This is an optimization exercise on Yosys and OpenROAD, whose aim is small area and a short achievable clock period, not a production implementation.
RTL that was checked went through simulation tests only; none was proved equivalent to the original.
Power and IR drop assume default switching activity.

==> inputs of try-garnet <==
==> flow/design.v (excerpt) <==
module mac_array (
    input  clk,
    input  rst_n,
    input  [3:0] enable,
    input  [3:0] clear_acc,
    input  [31:0] input_data,
    input  [31:0] weight,
    output [63:0] mac_out,
    output [63:0] activated_out,
    output [3:0] valid,
    output [3:0] overflow
);
    genvar i;
    generate
        for (i = 0; i < 4; i = i + 1) begin : mac_channels
            mac_unit mac_inst (
                .clk(clk),
                .rst_n(rst_n),
                .enable(enable[i]),
                .clear_acc(clear_acc[i]),
                .input_data(input_data[8*i+7:8*i]),
                .weight(weight[8*i+7:8*i]),
                .mac_out(mac_out[16*i+15:16*i]),
                .activated_out(activated_out[16*i+15:16*i]),
                .valid(valid[i]),
                .overflow(overflow[i])
            );
        end
    endgenerate
endmodule
==> flow/config.mk <==
export PLATFORM = sky130hd
export DESIGN_NAME = mac_array
export DESIGN_NICKNAME = mac_array
export VERILOG_FILES = /design/flow/design.v
export SDC_FILE = /design/flow/constraint.sdc
export NUM_CORES = 4
export LEC_CHECK = 0
export CAP_MARGIN = 20
export CORE_MARGIN = 2
export CORE_UTILIZATION = 40
export CTS_BUF_LIST = sky130_fd_sc_hd__clkbuf_4 sky130_fd_sc_hd__clkbuf_8
export SETUP_SLACK_MARGIN = 4.0
export SLEW_MARGIN = 20
export SYNTH_HIERARCHICAL = 1
==> flow/constraint.sdc <==
create_clock -name core_clock -period 8.5 [get_ports {clk}]
set_input_delay 1.7000 -clock core_clock [delete_from_list [all_inputs] [get_ports {clk}]]
set_output_delay 1.7000 -clock core_clock [all_outputs]
set_load 0.01 [all_outputs]
standard.sh (not shown) runs the stock make flow with config.mk's settings and CLKGATE_MAP_FILE= SYNTH_SCRIPT=/design/flow/synth_recipe.tcl, a recipe that flattens the netlist after the stock synthesis.
==> flow/flow/run.sh <==
#!/bin/bash
# Layout flow: the standard ORFS flow with two changes.
#  1. Synthesis extracts full/half adder cells only inside the carry-save
#     cells (csa_fa, csa_ha); the other adders are left to ABC, so their
#     carry chains are not built from slow full-adder cells.  Registers are
#     untouched, so they match the standard synthesis.
#  2. The port buffers use the smallest buffer cell; timing repair upsizes
#     the ones on critical paths.
set -euo pipefail
HERE=$PWD
sed 's/^\(  extract_fa {\*}\[dont_use_extract_fa_args\]\)$/\1 csa_fa csa_ha/' \
  "$FLOW_HOME/scripts/synth.tcl" > "$HERE/synth_sel.tcl"
grep -q 'dont_use_extract_fa_args\] csa_fa csa_ha' "$HERE/synth_sel.tcl"
sed "s#^source \$::env(SCRIPTS_DIR)/synth.tcl\$#source $HERE/synth_sel.tcl#" \
  "$HERE/synth_recipe.tcl" > "$HERE/synth_recipe_sel.tcl"
grep -q "source $HERE/synth_sel.tcl" "$HERE/synth_recipe_sel.tcl"
export BUFFER_PORTS_ARGS="-buffer_cell sky130_fd_sc_hd__buf_1"
bash standard.sh SYNTH_SCRIPT="$HERE/synth_recipe_sel.tcl" finish > standard.log 2>&1
==> try-pepper (differences from try-garnet) <==
--- a/flow/design.v
+++ b/flow/design.v
@@ -46,33 +46,36 @@
     input  [7:0] input_data,
     input  [7:0] weight,
     output [15:0] mac_out,
     output [15:0] activated_out,
     output valid,
     output overflow
 );
-    reg [10:0] lo_l;
-    reg [4:0] up_s;    
-    reg [4:0] up_c;
+    reg [9:0] lo_l;
+    reg [5:0] up_s;    
+    reg [5:0] up_c;
     reg        up_ci;
     reg [15:0] acc_hi;
     reg        hi_p;
     reg        overflow_reg;
     reg        valid_reg;
-    wire [4:0] ur_g = up_s & up_c;
-    wire [4:0] ur_p = up_s ^ up_c;
+    wire [5:0] ur_g = up_s & up_c;
+    wire [5:0] ur_p = up_s ^ up_c;
     wire ur_g0c = ur_g[0] | (ur_p[0] & up_ci);
     wire ur_g1_1 = ur_g[1] | (ur_p[1] & ur_g0c);
     wire ur_g1_3 = ur_g[3] | (ur_p[3] & ur_g[2]);
     wire ur_p1_3 = ur_p[3] & ur_p[2];
+    wire ur_g1_5 = ur_g[5] | (ur_p[5] & ur_g[4]);
+    wire ur_p1_5 = ur_p[5] & ur_p[4];
     wire ur_g2_2 = ur_g[2] | (ur_p[2] & ur_g1_1);
     wire ur_g2_3 = ur_g1_3 | (ur_p1_3 & ur_g1_1);
     wire ur_g3_4 = ur_g[4] | (ur_p[4] & ur_g2_3);
-    wire [4:0] ur_s = ur_p ^ {ur_g2_3, ur_g2_2, ur_g1_1, ur_g0c, up_ci};
-    wire ur_co = ur_g3_4;
+    wire ur_g3_5 = ur_g1_5 | (ur_p1_5 & ur_g2_3);
+    wire [5:0] ur_s = ur_p ^ {ur_g3_4, ur_g2_3, ur_g2_2, ur_g1_1, ur_g0c, up_ci};
+    wire ur_co = ur_g3_5;
     wire [15:0] acc = {ur_s, lo_l};
     wire hi_inc = hi_p | ur_co;
     wire ovf = overflow_reg | (hi_inc & (&acc_hi));
     wire [15:0] hi_n = (acc_hi + {15'd0, hi_inc}) & {16{~clear_acc}};
     wire [7:0] a_g = input_data & {8{enable}};
     wire [15:0] lo_m = acc & {16{~clear_acc}};
     wire [63:0] ppt;
@@ -140,16 +143,16 @@
     csa_fa u_ts103 (.a(ts53), .b(tc76), .c(ts77), .s(ts103), .co(tc104));
     csa_fa u_ts105 (.a(tc54), .b(tc78), .c(ts79), .s(ts105), .co(tc106));
     csa_fa u_ts107 (.a(tc58), .b(ts81), .c(tc80), .s(ts107), .co(tc108));
     csa_fa u_ts109 (.a(tc60), .b(ts83), .c(tc82), .s(ts109), .co(tc110));
     csa_fa u_ts111 (.a(acct[14]), .b(ppt[63]), .c(tc84), .s(ts111), .co(tc112));
     wire [15:0] row_a = {acct[15], ts111, ts109, tc106, tc104, tc102, tc100, tc98, tc96, tc94, tc92, tc90, tc88, tc86, ppt[8], acct[0]};
     wire [15:0] row_b = {tc112, tc110, tc108, ts107, ts105, ts103, ts101, ts99, ts97, ts95, ts93, ts91, ts89, ts87, ts85, ppt[0]};
-    wire [10:0] lr_g = row_a[10:0] & row_b[10:0];
-    wire [10:0] lr_p = row_a[10:0] ^ row_b[10:0];
+    wire [9:0] lr_g = row_a[9:0] & row_b[9:0];
+    wire [9:0] lr_p = row_a[9:0] ^ row_b[9:0];
     wire lr_g1_1 = lr_g[1] | (lr_p[1] & lr_g[0]);
     wire lr_g1_3 = lr_g[3] | (lr_p[3] & lr_g[2]);
     wire lr_p1_3 = lr_p[3] & lr_p[2];
     wire lr_g1_5 = lr_g[5] | (lr_p[5] & lr_g[4]);
     wire lr_p1_5 = lr_p[5] & lr_p[4];
     wire lr_g1_7 = lr_g[7] | (lr_p[7] & lr_g[6]);
     wire lr_p1_7 = lr_p[7] & lr_p[6];
@@ -157,40 +160,37 @@
     wire lr_p1_9 = lr_p[9] & lr_p[8];
     wire lr_g2_2 = lr_g[2] | (lr_p[2] & lr_g1_1);
     wire lr_g2_3 = lr_g1_3 | (lr_p1_3 & lr_g1_1);
     wire lr_g2_6 = lr_g[6] | (lr_p[6] & lr_g1_5);
     wire lr_p2_6 = lr_p[6] & lr_p1_5;
     wire lr_g2_7 = lr_g1_7 | (lr_p1_7 & lr_g1_5);
     wire lr_p2_7 = lr_p1_7 & lr_p1_5;
-    wire lr_g2_10 = lr_g[10] | (lr_p[10] & lr_g1_9);
-    wire lr_p2_10 = lr_p[10] & lr_p1_9;
     wire lr_g3_4 = lr_g[4] | (lr_p[4] & lr_g2_3);
     wire lr_g3_5 = lr_g1_5 | (lr_p1_5 & lr_g2_3);
     wire lr_g3_6 = lr_g2_6 | (lr_p2_6 & lr_g2_3);
     wire lr_g3_7 = lr_g2_7 | (lr_p2_7 & lr_g2_3);
     wire lr_g4_8 = lr_g[8] | (lr_p[8] & lr_g3_7);
     wire lr_g4_9 = lr_g1_9 | (lr_p1_9 & lr_g3_7);
-    wire lr_g4_10 = lr_g2_10 | (lr_p2_10 & lr_g3_7);
-    wire [10:0] lr_s = lr_p ^ {lr_g4_9, lr_g4_8, lr_g3_7, lr_g3_6, lr_g3_5, lr_g3_4, lr_g2_3, lr_g2_2, lr_g1_1, lr_g[0], 1'b0};
-    wire lr_co = lr_g4_10;
+    wire [9:0] lr_s = lr_p ^ {lr_g4_8, lr_g3_7, lr_g3_6, lr_g3_5, lr_g3_4, lr_g2_3, lr_g2_2, lr_g1_1, lr_g[0], 1'b0};
+    wire lr_co = lr_g4_9;
     wire c16 = 1'b0;
     always @(posedge clk or negedge rst_n) begin
         if (!rst_n) begin
-            lo_l <= 11'd0;
-            up_s <= 5'd0;
-            up_c <= 5'd0;
+            lo_l <= 10'd0;
+            up_s <= 6'd0;
+            up_c <= 6'd0;
             up_ci <= 1'b0;
             acc_hi <= 16'd0;
             hi_p <= 1'b0;
             overflow_reg <= 1'b0;
             valid_reg <= 1'b0;
         end else begin
             lo_l <= lr_s;
-            up_s <= row_a[15:11];
-            up_c <= row_b[15:11];
+            up_s <= row_a[15:10];
+            up_c <= row_b[15:10];
             up_ci <= lr_co;
             acc_hi <= hi_n;
             hi_p <= c16;
             overflow_reg <= ~clear_acc & ovf;
             valid_reg <= enable;
         end
     end
- CORE_UTILIZATION: 40 -> 50
- SETUP_SLACK_MARGIN: 4.0 -> 3.8
==> try-willow (differences from try-garnet) <==
--- a/flow/design.v
+++ b/flow/design.v
@@ -46,37 +46,51 @@
     input  [7:0] input_data,
     input  [7:0] weight,
     output [15:0] mac_out,
     output [15:0] activated_out,
     output valid,
     output overflow
 );
-    reg [10:0] lo_l;
-    reg [4:0] up_s;    
-    reg [4:0] up_c;
+    reg [7:0] lo_l;
+    reg [7:0] up_s;    
+    reg [7:0] up_c;
     reg        up_ci;
     reg [15:0] acc_hi;
     reg        hi_p;
     reg        overflow_reg;
     reg        valid_reg;
-    wire [4:0] ur_g = up_s & up_c;
-    wire [4:0] ur_p = up_s ^ up_c;
+    wire [7:0] ur_g = up_s & up_c;
+    wire [7:0] ur_p = up_s ^ up_c;
     wire ur_g0c = ur_g[0] | (ur_p[0] & up_ci);
     wire ur_g1_1 = ur_g[1] | (ur_p[1] & ur_g0c);
     wire ur_g1_3 = ur_g[3] | (ur_p[3] & ur_g[2]);
     wire ur_p1_3 = ur_p[3] & ur_p[2];
+    wire ur_g1_5 = ur_g[5] | (ur_p[5] & ur_g[4]);
+    wire ur_p1_5 = ur_p[5] & ur_p[4];
+    wire ur_g1_7 = ur_g[7] | (ur_p[7] & ur_g[6]);
+    wire ur_p1_7 = ur_p[7] & ur_p[6];
     wire ur_g2_2 = ur_g[2] | (ur_p[2] & ur_g1_1);
     wire ur_g2_3 = ur_g1_3 | (ur_p1_3 & ur_g1_1);
+    wire ur_g2_6 = ur_g[6] | (ur_p[6] & ur_g1_5);
+    wire ur_p2_6 = ur_p[6] & ur_p1_5;
+    wire ur_g2_7 = ur_g1_7 | (ur_p1_7 & ur_g1_5);
+    wire ur_p2_7 = ur_p1_7 & ur_p1_5;
     wire ur_g3_4 = ur_g[4] | (ur_p[4] & ur_g2_3);
-    wire [4:0] ur_s = ur_p ^ {ur_g2_3, ur_g2_2, ur_g1_1, ur_g0c, up_ci};
-    wire ur_co = ur_g3_4;
+    wire ur_g3_5 = ur_g1_5 | (ur_p1_5 & ur_g2_3);
+    wire ur_g3_6 = ur_g2_6 | (ur_p2_6 & ur_g2_3);
+    wire ur_g3_7 = ur_g2_7 | (ur_p2_7 & ur_g2_3);
+    wire [7:0] ur_s = ur_p ^ {ur_g3_6, ur_g3_5, ur_g3_4, ur_g2_3, ur_g2_2, ur_g1_1, ur_g0c, up_ci};
+    wire ur_co = ur_g3_7;
     wire [15:0] acc = {ur_s, lo_l};
     wire hi_inc = hi_p | ur_co;
-    wire ovf = overflow_reg | (hi_inc & (&acc_hi));
-    wire [15:0] hi_n = (acc_hi + {15'd0, hi_inc}) & {16{~clear_acc}};
+    wire hi_fb = acc_hi[15] ^ acc_hi[11] ^ acc_hi[2] ^ acc_hi[0] ^ ~(|acc_hi[14:0]);
+    wire [15:0] hi_step = {acc_hi[14:0], hi_fb};
+    wire hi_full = (acc_hi == 16'h8000);
+    wire [15:0] hi_n = (hi_inc ? hi_step : acc_hi) & {16{~clear_acc}};
+    wire ovf = overflow_reg | (hi_inc & hi_full);
     wire [7:0] a_g = input_data & {8{enable}};
     wire [15:0] lo_m = acc & {16{~clear_acc}};
     wire [63:0] ppt;
     wire [15:0] acct = lo_m;
     genvar gi, gj;
     generate
         for (gi = 0; gi < 8; gi = gi + 1) begin : g_pp_i
@@ -140,57 +154,50 @@
     csa_fa u_ts103 (.a(ts53), .b(tc76), .c(ts77), .s(ts103), .co(tc104));
     csa_fa u_ts105 (.a(tc54), .b(tc78), .c(ts79), .s(ts105), .co(tc106));
     csa_fa u_ts107 (.a(tc58), .b(ts81), .c(tc80), .s(ts107), .co(tc108));
     csa_fa u_ts109 (.a(tc60), .b(ts83), .c(tc82), .s(ts109), .co(tc110));
     csa_fa u_ts111 (.a(acct[14]), .b(ppt[63]), .c(tc84), .s(ts111), .co(tc112));
     wire [15:0] row_a = {acct[15], ts111, ts109, tc106, tc104, tc102, tc100, tc98, tc96, tc94, tc92, tc90, tc88, tc86, ppt[8], acct[0]};
     wire [15:0] row_b = {tc112, tc110, tc108, ts107, ts105, ts103, ts101, ts99, ts97, ts95, ts93, ts91, ts89, ts87, ts85, ppt[0]};
-    wire [10:0] lr_g = row_a[10:0] & row_b[10:0];
-    wire [10:0] lr_p = row_a[10:0] ^ row_b[10:0];
+    wire [7:0] lr_g = row_a[7:0] & row_b[7:0];
+    wire [7:0] lr_p = row_a[7:0] ^ row_b[7:0];
     wire lr_g1_1 = lr_g[1] | (lr_p[1] & lr_g[0]);
     wire lr_g1_3 = lr_g[3] | (lr_p[3] & lr_g[2]);
     wire lr_p1_3 = lr_p[3] & lr_p[2];
     wire lr_g1_5 = lr_g[5] | (lr_p[5] & lr_g[4]);
     wire lr_p1_5 = lr_p[5] & lr_p[4];
     wire lr_g1_7 = lr_g[7] | (lr_p[7] & lr_g[6]);
     wire lr_p1_7 = lr_p[7] & lr_p[6];
-    wire lr_g1_9 = lr_g[9] | (lr_p[9] & lr_g[8]);
-    wire lr_p1_9 = lr_p[9] & lr_p[8];
     wire lr_g2_2 = lr_g[2] | (lr_p[2] & lr_g1_1);
     wire lr_g2_3 = lr_g1_3 | (lr_p1_3 & lr_g1_1);
     wire lr_g2_6 = lr_g[6] | (lr_p[6] & lr_g1_5);
     wire lr_p2_6 = lr_p[6] & lr_p1_5;
     wire lr_g2_7 = lr_g1_7 | (lr_p1_7 & lr_g1_5);
     wire lr_p2_7 = lr_p1_7 & lr_p1_5;
-    wire lr_g2_10 = lr_g[10] | (lr_p[10] & lr_g1_9);
-    wire lr_p2_10 = lr_p[10] & lr_p1_9;
     wire lr_g3_4 = lr_g[4] | (lr_p[4] & lr_g2_3);
     wire lr_g3_5 = lr_g1_5 | (lr_p1_5 & lr_g2_3);
     wire lr_g3_6 = lr_g2_6 | (lr_p2_6 & lr_g2_3);
     wire lr_g3_7 = lr_g2_7 | (lr_p2_7 & lr_g2_3);
-    wire lr_g4_8 = lr_g[8] | (lr_p[8] & lr_g3_7);
-    wire lr_g4_9 = lr_g1_9 | (lr_p1_9 & lr_g3_7);
-    wire lr_g4_10 = lr_g2_10 | (lr_p2_10 & lr_g3_7);
-    wire [10:0] lr_s = lr_p ^ {lr_g4_9, lr_g4_8, lr_g3_7, lr_g3_6, lr_g3_5, lr_g3_4, lr_g2_3, lr_g2_2, lr_g1_1, lr_g[0], 1'b0};
-    wire lr_co = lr_g4_10;
+    wire [7:0] lr_s = lr_p ^ {lr_g3_6, lr_g3_5, lr_g3_4, lr_g2_3, lr_g2_2, lr_g1_1, lr_g[0], 1'b0};
+    wire lr_co = lr_g3_7;
     wire c16 = 1'b0;
     always @(posedge clk or negedge rst_n) begin
         if (!rst_n) begin
-            lo_l <= 11'd0;
-            up_s <= 5'd0;
-            up_c <= 5'd0;
+            lo_l <= 8'd0;
+            up_s <= 8'd0;
+            up_c <= 8'd0;
             up_ci <= 1'b0;
             acc_hi <= 16'd0;
             hi_p <= 1'b0;
             overflow_reg <= 1'b0;
             valid_reg <= 1'b0;
         end else begin
             lo_l <= lr_s;
-            up_s <= row_a[15:11];
-            up_c <= row_b[15:11];
+            up_s <= row_a[15:8];
+            up_c <= row_b[15:8];
             up_ci <= lr_co;
             acc_hi <= hi_n;
             hi_p <= c16;
             overflow_reg <= ~clear_acc & ovf;
             valid_reg <= enable;
         end
     end
- SETUP_SLACK_MARGIN: 4.0 -> 3.8
==> run notes <==
|  | try-pepper | try-willow | try-garnet |
|---|---|---|---|
| Leakage power figure | 7.92 nW | 8.63 nW | 8.95 nW |
| Simple-Gate Fraction of Synth Area | 22.2% | 20.3% | 22.9% |
| Pin count of the biggest net entering global routing | 70 | 76 | 67 |
| Top cell type's share of synthesized area | 26.6% | 27.1% | 26.4% |
| Power density of the placed cells | 291 nW/µm² | 315 nW/µm² | 293 nW/µm² |
| Taps Inserted | 396 | 525 | 511 |
| Final core occ | 56.5% | 47.8% | 51.2% |
| Overall power | 5.00 mW | 5.93 mW | 5.62 mW |
| Slew headroom | 41.8% | 35.7% | 31.2% |
| Hpwl dp | 27.1 mm | 28.6 mm | 27.7 mm |
| Met3 usage | 3.32% | 2.24% | 3.07% |
| Result of the run | no timing/DRC/antenna violations | no timing/DRC/antenna violations | no timing/DRC/antenna violations |
| Share of the clock period used by the worst path after layout | 53.5% | 55.1% | 54.5% |
Function not checked in try-garnet and try-willow: the RTL went through the layout flow alone.

what the ideal ports hide:
Ports are ideal in the flow. The routed layouts listed here were re-timed in OpenROAD. Step 1 sets driving cells, clkbuf_16 on the clock port and buf_2 on the other inputs (assumed; they add their load-dependent delay and slew). Step 2, shift: input delay + t, output delay - t, t = (earliest + latest rising clock arrival at the registers) / 2. This alone moves slack from input paths to output paths. Slacks: ideal ports / drivers / drivers and shift; pairs: ideal ports / drivers.
| run | t (ns) | slack for setup (ns) | latest minus earliest clock arrival (ns) | slew at the worst register clock pin (ns) | cell pins on the clock port's net |
|---|---|---|---|---|---|
| try-garnet | 0.516 | 3.865 / 3.813 / 3.297 | 0.021 / 0.021 | 0.10 / 0.10 | 1 |
| try-pepper | 0.530 | 3.950 / 3.901 / 3.479 | 0.015 / 0.016 | 0.11 / 0.11 | 1 |
| try-willow | 0.538 | 3.815 / 3.769 / 3.423 | 0.020 / 0.020 | 0.10 / 0.10 | 1 |
After both steps every run listed still meets setup and hold. For try-garnet, which loses most, drivers alone change the setup slack by -0.052 ns; drivers and shift together by -0.568 ns.
